What follows belongs to an exercise in optimizing a design on an open flow for small area and a short achievable clock period; a production flow would make more cautious choices. Where RTL was checked, it was by simulation tests only, not by an equivalence proof against the original. Power figures rest on the tool's default switching activity, not on a simulated workload.

== old ==
==> flow/design.v <==
module alu(
	input	wire		en,
	input	wire[3:0]	op,
	input	wire[15:0]	A,
	input	wire[15:0]	B,
	input	wire[15:0]	p,
	input	wire[15:0]	g,
	output	wire[15:0]	res
	);
	wire	o_and = en & (op == 4'b0011);
	wire	o_or  = en & (op == 4'b0100);
	wire	o_xor = en & (op == 4'b0101);
	wire	o_not = en & (op == 4'b0110);
	wire	o_sll = en & (op == 4'b0111);
	wire	o_srl = en & (op == 4'b1000);
	wire	o_sra = en & (op == 4'b1001);
	wire	o_rol = en & (op == 4'b1010);
	wire	right = (op[3:1] == 3'b100);
	wire	sg = o_and | o_or;
	wire	sp = o_or | o_xor;
	wire[15:0]	lo = ({16{sg}} & g) | ({16{sp}} & p) | ({16{o_not}} & ~A);
	wire[3:0]	b = B[3:0];
	wire[3:0]	amt;
	assign amt[0] = b[0];
	assign amt[1] = b[1] ^ (right & b[0]);
	assign amt[2] = b[2] ^ (right & (b[0] | b[1]));
	assign amt[3] = b[3] ^ (right & (b[0] | b[1] | b[2]));
	wire[15:0]	r0 = amt[0] ? {A[14:0], A[15]} : A;
	wire[15:0]	r1 = amt[1] ? {r0[13:0], r0[15:14]} : r0;
	wire[15:0]	r2 = amt[2] ? {r1[11:0], r1[15:12]} : r1;
	wire[15:0]	r3 = amt[3] ? {r2[7:0], r2[15:8]} : r2;
	wire		big = |B[15:4];
	wire		b16 = (B == 16'd16);
	wire[15:0]	tlv = 16'hffff << b;	 
	wire		rolm = o_rol & (~big | b16);
	wire		sllm = o_sll & ~big;
	wire		srm = (o_srl | o_sra) & ~big;
	genvar k;
	generate
		for (k = 0; k < 16; k = k + 1) begin : shm
			wire tr = tlv[15-k];
			wire m = (sllm & tlv[k]) | (srm & tr) | rolm;
			assign res[k] = (r3[k] & m) | (o_sra & A[15] & ~(tr & ~big)) | lo[k];
		end
	endgenerate
endmodule
module cla16(
	input	wire[15:0]	g,
	input	wire[15:0]	p,
	input	wire		ci,
	output	wire[16:0]	c
	);
	wire[79:0]	gl;
	wire[79:0]	pl;
	assign gl[15:0] = {g[15:1], g[0] | (p[0] & ci)};
	assign pl[15:0] = p;
	genvar k, l;
	generate
		for (l = 0; l < 4; l = l + 1) begin : lvl
			for (k = 0; k < 16; k = k + 1) begin : bt
				if ((k >> l) & 1) begin : op
					localparam integer j = ((k >> l) << l) - 1;
					assign gl[16*l+16+k] = gl[16*l+k] | (pl[16*l+k] & gl[16*l+j]);
					assign pl[16*l+16+k] = pl[16*l+k] & pl[16*l+j];
				end else begin : pass
					assign gl[16*l+16+k] = gl[16*l+k];
					assign pl[16*l+16+k] = pl[16*l+k];
				end
			end
		end
	endgenerate
	assign c = {gl[79:64], ci};
endmodule
module statem(
	input	wire		clk,
	input	wire		rst,
	input	wire[15:0]	sw,
	output	wire[15:0]	Fout
	);
	reg[1:0]	i;
	reg		show;		 
	reg[15:0]	A0;
	reg[15:0]	B0;
	reg[7:0]	cr;		 
	wire	i0 = (i == 2'd0);
	wire	i1 = (i == 2'd1);
	wire	i2 = (i == 2'd2);
	wire	i3 = (i == 2'd3);
	wire	o_add = (sw[3:0] == 4'b0001);
	wire	o_sub = (sw[3:0] == 4'b0010);
	wire[15:0]	bn = ({16{i1}} & sw) | ({16{i2 & o_add}} & B0) | ({16{i2 & o_sub}} & ~B0);
	wire		cn = i2 & o_sub;
	wire[16:0]	cy;
	cla16 nc(.g(A0 & bn), .p(A0 ^ bn), .ci(cn), .c(cy));
	wire[7:0]	crn = {cy[14], cy[12], cy[10], cy[8], cy[6], cy[4], cy[2], cy[0]};
	wire[15:0]	p = A0 ^ B0;
	wire[15:0]	g = A0 & B0;
	wire[16:0]	c;
	genvar k;
	generate
		for (k = 0; k < 8; k = k + 1) begin : fc
			assign c[2*k] = cr[k];
			assign c[2*k+1] = g[2*k] | (p[2*k] & cr[k]);
		end
	endgenerate
	assign c[16] = g[15] | (p[15] & c[15]);
	wire[15:0]	s = p ^ c[15:0];
	assign Fout = {16{show}} & s;
	wire	SF = s[15];
	wire	ZF = ~(|s);
	wire	CF = c[16] ^ cr[0];
	wire	OF = (c[15] ^ c[16]) & ~(cr[0] & ~(|A0));
	wire[15:0]	res;
	alu a(.en(i2), .op(sw[3:0]), .A(A0), .B(B0), .p(p), .g(g), .res(res));
	always @(posedge clk or negedge rst) begin
		if (rst == 0) begin
			i <= 2'd0;
			show <= 1'b0;
		end else begin
			i <= i + 2'd1;
			if (i2)
				show <= 1'b1;
		end
	end
	always @(posedge clk) begin
		B0 <= bn;
		cr <= crn;
		if (i0 | i3 | (i2 & ~o_add & ~o_sub))
			A0 <= ({16{i0}} & sw) | res | {12'b0, {4{i3}} & {SF, OF, ZF, CF}};
	end
endmodule
==> flow/config.mk <==
export PLATFORM = sky130hd
export DESIGN_NAME = statem
export DESIGN_NICKNAME = statem
export VERILOG_FILES = /design/flow/design.v
export SDC_FILE = /design/flow/constraint.sdc
export NUM_CORES = 4
export LEC_CHECK = 0
export CAP_MARGIN = 20
export CORE_MARGIN = 2
export CORE_UTILIZATION = 40
export SETUP_SLACK_MARGIN = 2.8
export SLEW_MARGIN = 20
==> flow/constraint.sdc <==
create_clock -name core_clock -period 6.0 [get_ports {clk}]
set_input_delay 1.2000 -clock core_clock [delete_from_list [all_inputs] [get_ports {clk}]]
set_output_delay 1.2000 -clock core_clock [all_outputs]
set_load 0.01 [all_outputs]
standard.sh (not shown) runs the stock make flow with config.mk's settings and CLKGATE_MAP_FILE= SYNTH_SCRIPT=/design/flow/synth_recipe.tcl, a recipe that flattens the netlist after the stock synthesis.
==> flow/flow/run.sh <==
#!/bin/bash
# Own flow: the standard layout, except that synthesis leaves adders to ABC
# (no full/half-adder cells) and maps with the ABC script in flow/abc.script.
set -euo pipefail
W=$(pwd)
# scripts folder = ORFS's scripts, with abc_area.script replaced by ours
mkdir -p "$W/scripts_own"
for f in "$FLOW_HOME"/scripts/*; do ln -sf "$f" "$W/scripts_own/"; done
rm -f "$W/scripts_own/abc_area.script"
cp "$W/flow/abc.script" "$W/scripts_own/abc_area.script"
make -C "$FLOW_HOME" DESIGN_CONFIG="$W/config.mk" WORK_HOME="$W/orfs" CLKGATE_MAP_FILE= \
	SYNTH_SCRIPT="$W/synth_recipe.tcl" SCRIPTS_DIR="$W/scripts_own" \
	ADDER_MAP_FILE= ABC_AREA=1 synth > "$W/synth.log" 2>&1
# the rest of the standard flow (synthesis is up to date, so make skips it),
# with plain buffers on the ports
export BUFFER_PORTS_ARGS="-buffer_cell sky130_fd_sc_hd__buf_2"
bash "$W/standard.sh" > "$W/layout.log" 2>&1
==> flow/flow/abc.script <==
strash
&get -n
&st
&dch -f
&nf -R 75
&put
topo
#### Input delta (new over old)
-- flow/design.v --
<<< old, line 90
	wire	o_sub = (sw[3:0] == 4'b0010);
	wire[15:0]	bn = ({16{i1}} & sw) | ({16{i2 & o_add}} & B0) | ({16{i2 & o_sub}} & ~B0);
	wire		cn = i2 & o_sub;
	wire[16:0]	cy;
	cla16 nc(.g(A0 & bn), .p(A0 ^ bn), .ci(cn), .c(cy));
	wire[7:0]	crn = {cy[14], cy[12], cy[10], cy[8], cy[6], cy[4], cy[2], cy[0]};
	wire[15:0]	p = A0 ^ B0;
	wire[15:0]	g = A0 & B0;
>>> new, line 90
	wire	o_sub = (sw[3:0] == 4'b0010);
	wire[15:0]	bn = ({16{i1}} & sw) | ({16{i2 & o_add}} & B0) | ({16{i2 & o_sub}} & ~B0);
	wire[15:0]	y = i1 ? sw : ~B0;
	wire[16:0]	cy;
	cla16 nc(.g(A0 & y), .p(A0 ^ y), .ci(~i1), .c(cy));
	wire[7:0]	cyv = {cy[14], cy[12], cy[10], cy[8], cy[6], cy[4], cy[2], cy[0]};
	wire[7:0]	crn = ({8{i1 | (i2 & o_sub)}} & cyv) | ({8{i2 & o_add}} & cr);
	wire[15:0]	p = A0 ^ B0;
	wire[15:0]	g = A0 & B0;
## What came out
Every stage of the flow completed for new, and the final layout passed the timing, design-rule and antenna checks. sky130_fd_sc_hd__nor2_1 as the most frequent standard cell in the layout excluding fill and tap cells was reported by old, and sky130_fd_sc_hd__nand2_1 by new. Taking old as the reference point, the routed length on met3 of new rises by 320 um. Re number of hold buffers added after CTS: no difference whatsoever between new and old. There was hardly any difference in register area between new and old. In the tables for old and new, post-route worst setup slack reads lower with new. met2 wire length was higher in the run labelled new. Power went down by a little under 10% going from old to new. new gives less maximum net fanout on the critical path than old did. Lower final routed wirelength across all metal layers was reported by old, not new. Lower final hold slack goes to new over old. Re number of antenna repair diodes: no difference whatsoever between old and new. Sequential cell fraction of total power up 4.3 points in new wrt old. Comparing old and new, clock share of power is lower on new.

========
run K:
Starts from the design.v that is shown in full above.
==> flow/config.mk <==
export PLATFORM = sky130hd
export DESIGN_NAME = statem
export DESIGN_NICKNAME = statem
export VERILOG_FILES = /design/flow/design.v
export SDC_FILE = /design/flow/constraint.sdc
export NUM_CORES = 4
export LEC_CHECK = 0
export CAP_MARGIN = 20
export CORE_MARGIN = 2
export CORE_UTILIZATION = 40
export SETUP_SLACK_MARGIN = 2.9
export SLEW_MARGIN = 20
==> flow/constraint.sdc <==
create_clock -name core_clock -period 6.0 [get_ports {clk}]
set_input_delay 1.2000 -clock core_clock [delete_from_list [all_inputs] [get_ports {clk}]]
set_output_delay 1.2000 -clock core_clock [all_outputs]
set_load 0.01 [all_outputs]
==> flow/flow/abc.script <==
strash
&get -n
&st
&dch -f
&nf -R 100
&put
topo
Scripts as last shown in full above: flow/flow/run.sh
The final layout from run K, which completed every stage, passed the timing, design-rule and antenna checks at the end of the flow.
#### Input delta (run F over run K)
--- a/flow/design.v
+++ b/flow/design.v
@@ -122,10 +122,10 @@
 				show <= 1'b1;
 		end
 	end
 	always @(posedge clk) begin
 		B0 <= bn;
 		cr <= crn;
-		if (i0 | i3 | (i2 & ~o_add & ~o_sub))
-			A0 <= ({16{i0}} & sw) | res | {12'b0, {4{i3}} & {SF, OF, ZF, CF}};
+		A0 <= ({16{i0}} & sw) | res | {12'b0, {4{i3}} & {SF, OF, ZF, CF}} |
+		      ({16{i1 | (i2 & (o_add | o_sub))}} & A0);
 	end
 endmodule
[summary]
- On compound-cell area share of the yosys netlist: between run F and run K, it ends up higher for run F.
- Final period utilization came out higher on run F than on run K.
- Synthesized cell count went down slightly going from run K to run F.
- Number of H-tree branching levels came out exactly the same in run F and run K.
- The total wire length after detailed routing in run F sits about 5% below the value recorded for run K.
- Looking at endpoint of the most critical setup path, the cr[5] result is from run K; the cr[7] one comes from run F.
- Run F gives less combinational share of power than run K did.
- On clock distribution power, run F does worse than run K.
- Summary: die outline area, run F better than run K
- Comparing run F and run K, area of the core is higher on run K.
- Diff run K..run F | number of instances on the worst hold path | unchanged
No functional check of the RTL was part of run F.

========
RTL: the design.v shown in full above, as it stands there.
export LEC_CHECK = 0
export CAP_MARGIN = 20
export CORE_MARGIN = 2
export CORE_UTILIZATION = 40
export SETUP_SLACK_MARGIN = 3.0
export SLEW_MARGIN = 20
create_clock -name core_clock -period 6.0 [get_ports {clk}]
==> flow/flow/abc.script <==
strash
&get -n
&st
&dch -f
&nf -R 50
&put
topo
Scripts as last shown in full above: flow/flow/run.sh
Edit:
--- a/flow/design.v
+++ b/flow/design.v
@@ -86,16 +86,17 @@
 	wire	i1 = (i == 2'd1);
 	wire	i2 = (i == 2'd2);
 	wire	i3 = (i == 2'd3);
 	wire	o_add = (sw[3:0] == 4'b0001);
 	wire	o_sub = (sw[3:0] == 4'b0010);
 	wire[15:0]	bn = ({16{i1}} & sw) | ({16{i2 & o_add}} & B0) | ({16{i2 & o_sub}} & ~B0);
-	wire		cn = i2 & o_sub;
+	wire[15:0]	y = i1 ? sw : ~B0;
 	wire[16:0]	cy;
-	cla16 nc(.g(A0 & bn), .p(A0 ^ bn), .ci(cn), .c(cy));
-	wire[7:0]	crn = {cy[14], cy[12], cy[10], cy[8], cy[6], cy[4], cy[2], cy[0]};
+	cla16 nc(.g(A0 & y), .p(A0 ^ y), .ci(~i1), .c(cy));
+	wire[7:0]	cyv = {cy[14], cy[12], cy[10], cy[8], cy[6], cy[4], cy[2], cy[0]};
+	wire[7:0]	crn = ({8{i1 | (i2 & o_sub)}} & cyv) | ({8{i2 & o_add}} & cr);
 	wire[15:0]	p = A0 ^ B0;
 	wire[15:0]	g = A0 & B0;
 	wire[16:0]	c;
 	genvar k;
 	generate
 		for (k = 0; k < 8; k = k + 1) begin : fc
@@ -122,10 +123,10 @@
 				show <= 1'b1;
 		end
 	end
 	always @(posedge clk) begin
 		B0 <= bn;
 		cr <= crn;
-		if (i0 | i3 | (i2 & ~o_add & ~o_sub))
-			A0 <= ({16{i0}} & sw) | res | {12'b0, {4{i3}} & {SF, OF, ZF, CF}};
+		A0 <= ({16{i0}} & sw) | res | {12'b0, {4{i3}} & {SF, OF, ZF, CF}} |
+		      ({16{i1 | (i2 & (o_add | o_sub))}} & A0);
 	end
 endmodule
Outcome: The changed run went through all stages and came out clean. Worst setup slack improves by 0.13 ns. Critical path depth decreases by 3. Count of clock-buffer cells in the layout decreases by 2. Core utilization decreases by 4.4 points. Global-route usage increases by 1.2 points. Total power decreases by about 2.1%. Register-to-register slack improves by 0.24 ns. Combinational power decreases by about 10%. Routed wire length decreases by 1.3%. First-iteration DRC count increases by about 6%. Via count increases by 1.7%. Cell area decreases by about 8%.

========
RTL: the design.v shown in full above, as it stands there.
export LEC_CHECK = 0
export CAP_MARGIN = 20
export CORE_MARGIN = 2
export CORE_UTILIZATION = 40
export SETUP_SLACK_MARGIN = 3.0
export SLEW_MARGIN = 20
create_clock -name core_clock -period 6.0 [get_ports {clk}]
==> flow/flow/abc.script <==
strash
&get -n
&st
&dch -f
&nf -a
&put
topo
Scripts as last shown in full above: flow/flow/run.sh
The first run ran to the end with no violations.
Rerun with:
--- a/flow/design.v
+++ b/flow/design.v
@@ -86,16 +86,17 @@
 	wire	i1 = (i == 2'd1);
 	wire	i2 = (i == 2'd2);
 	wire	i3 = (i == 2'd3);
 	wire	o_add = (sw[3:0] == 4'b0001);
 	wire	o_sub = (sw[3:0] == 4'b0010);
 	wire[15:0]	bn = ({16{i1}} & sw) | ({16{i2 & o_add}} & B0) | ({16{i2 & o_sub}} & ~B0);
-	wire		cn = i2 & o_sub;
+	wire[15:0]	y = i1 ? sw : ~B0;
 	wire[16:0]	cy;
-	cla16 nc(.g(A0 & bn), .p(A0 ^ bn), .ci(cn), .c(cy));
-	wire[7:0]	crn = {cy[14], cy[12], cy[10], cy[8], cy[6], cy[4], cy[2], cy[0]};
+	cla16 nc(.g(A0 & y), .p(A0 ^ y), .ci(~i1), .c(cy));
+	wire[7:0]	cyv = {cy[14], cy[12], cy[10], cy[8], cy[6], cy[4], cy[2], cy[0]};
+	wire[7:0]	crn = ({8{i1 | (i2 & o_sub)}} & cyv) | ({8{i2 & o_add}} & cr);
 	wire[15:0]	p = A0 ^ B0;
 	wire[15:0]	g = A0 & B0;
 	wire[16:0]	c;
 	genvar k;
 	generate
 		for (k = 0; k < 8; k = k + 1) begin : fc
The new run went through all stages and came out clean.
Clock-buffer cell count rises by 1.
Core utilization came out lower by 2.9 points.
Die area came out higher by a few percent.
Global-route usage came out higher by 0.30 points.
Via count increases by a few percent.
First-iteration DRC count goes up by a few percent.

========
## main
RTL: the design.v shown in full above, as it stands there.
==> flow/config.mk <==
export PLATFORM = sky130hd
export DESIGN_NAME = statem
export DESIGN_NICKNAME = statem
export VERILOG_FILES = /design/flow/design.v
export SDC_FILE = /design/flow/constraint.sdc
export NUM_CORES = 4
export LEC_CHECK = 0
export CAP_MARGIN = 20
export CORE_MARGIN = 2
export CORE_UTILIZATION = 40
export SETUP_SLACK_MARGIN = 2.8
export SLEW_MARGIN = 20
==> flow/constraint.sdc <==
create_clock -name core_clock -period 6.0 [get_ports {clk}]
set_input_delay 1.2000 -clock core_clock [delete_from_list [all_inputs] [get_ports {clk}]]
set_output_delay 1.2000 -clock core_clock [all_outputs]
set_load 0.01 [all_outputs]
Scripts as last shown in full above: flow/flow/run.sh, flow/flow/abc.script
The inputs of the feature branch differ from those of main as listed below.
-- flow/design.v --
<<< main, line 90
	wire	o_sub = (sw[3:0] == 4'b0010);
	wire[15:0]	bn = ({16{i1}} & sw) | ({16{i2 & o_add}} & B0) | ({16{i2 & o_sub}} & ~B0);
	wire		cn = i2 & o_sub;
	wire[16:0]	cy;
	cla16 nc(.g(A0 & bn), .p(A0 ^ bn), .ci(cn), .c(cy));
	wire[7:0]	crn = {cy[14], cy[12], cy[10], cy[8], cy[6], cy[4], cy[2], cy[0]};
	wire[15:0]	p = A0 ^ B0;
	wire[15:0]	g = A0 & B0;
>>> the feature branch, line 90
	wire	o_sub = (sw[3:0] == 4'b0010);
	wire[15:0]	bn = ({16{i1}} & sw) | ({16{i2 & o_add}} & B0) | ({16{i2 & o_sub}} & ~B0);
	wire[15:0]	y = i1 ? sw : ~B0;
	wire[16:0]	cy;
	cla16 nc(.g(A0 & y), .p(A0 ^ y), .ci(~i1), .c(cy));
	wire[7:0]	cyv = {cy[14], cy[12], cy[10], cy[8], cy[6], cy[4], cy[2], cy[0]};
	wire[7:0]	crn = ({8{i1 | (i2 & o_sub)}} & cyv) | ({8{i2 & o_add}} & cr);
	wire[15:0]	p = A0 ^ B0;
	wire[15:0]	g = A0 & B0;
[summary]
- Relative to main, synthesized-area fraction occupied by ao, oa, aoi and oai cells increased by 3.3 points in the feature branch.
- Global-route usage (lower): main
- Highest-delay cell along the critical path: sky130_fd_sc_hd__a2111oi_0 -> main, sky130_fd_sc_hd__nand3_1 -> the feature branch
- The area growth from synthesis to final layout of the feature branch is lower than that of main.
- Any difference in clock transition at the registers of the reported paths between main and the feature branch is small enough to ignore.
- Clock share of power (higher): the feature branch
- In the feature branch, horizontal die dimension is higher than in main.
- Taking main as the reference point, the multi-input logic area of the feature branch rises by 120 µm².
- Of main and the feature branch, the higher final critical-path required period belongs to main.
- Changes observed in the feature branch relative to main: hold slack now smaller; final clock period utilization by the worst path went down by 1.1 points.
- Sort main and the feature branch by count of multi-input combinational gates, descending, and the feature branch comes first.

[static timing again, ports no longer ideal]
In the flow no input, the clock included, has a driving cell. The finished layouts below were timed again as built, in two steps.
Step 1, drivers: a clkbuf_16 drives clk and a buf_2 each remaining input, both assumed.
Step 2 times the ports against the registers' clock, not the clock port: input delays grow and output delays shrink by t, the midpoint of the rising clock arrivals with the driver on.
Slacks: no drivers / after step 1 / after step 2; pairs: no drivers / after step 1.
run | t (ns) | setup WS [ns] | worst hold slack (ns) | worst data-port slew with drivers (ns)
old | 0.342 | 2.879 / 2.847 / 2.515 | 0.559 / 0.559 / 0.559 | 0.08
new | 0.340 | 2.809 / 2.825 / 2.485 | 0.489 / 0.489 / 0.489 | 0.03
run K | 0.330 | 2.933 / 2.913 / 2.584 | 0.546 / 0.546 / 0.546 | 0.05
run F | 0.334 | 2.657 / 2.646 / 2.312 | 0.591 / 0.591 / 0.591 | 0.06
the first run of note 3 | 0.338 | 2.921 / 2.909 / 2.572 | 0.581 / 0.581 / 0.581 | 0.12
the second run of note 3 | 0.339 | 3.052 / 3.018 / 2.728 | 0.488 / 0.488 / 0.488 | 0.03
the first run of note 4 | 0.346 | 2.959 / 2.920 / 2.573 | 0.527 / 0.527 / 0.527 | 0.11
the second run of note 4 | 0.351 | 3.039 / 3.003 / 2.720 | 0.509 / 0.509 / 0.509 | 0.03
main | 0.334 | 2.791 / 2.804 / 2.470 | 0.517 / 0.517 / 0.517 | 0.04
the feature branch | 0.347 | 2.857 / 2.834 / 2.527 | 0.494 / 0.494 / 0.494 | 0.03
After both steps every run listed still meets setup and hold. The setup slack of the first run of note 4, which loses most, moves by -0.039 ns with the drivers and by -0.386 ns with both steps.
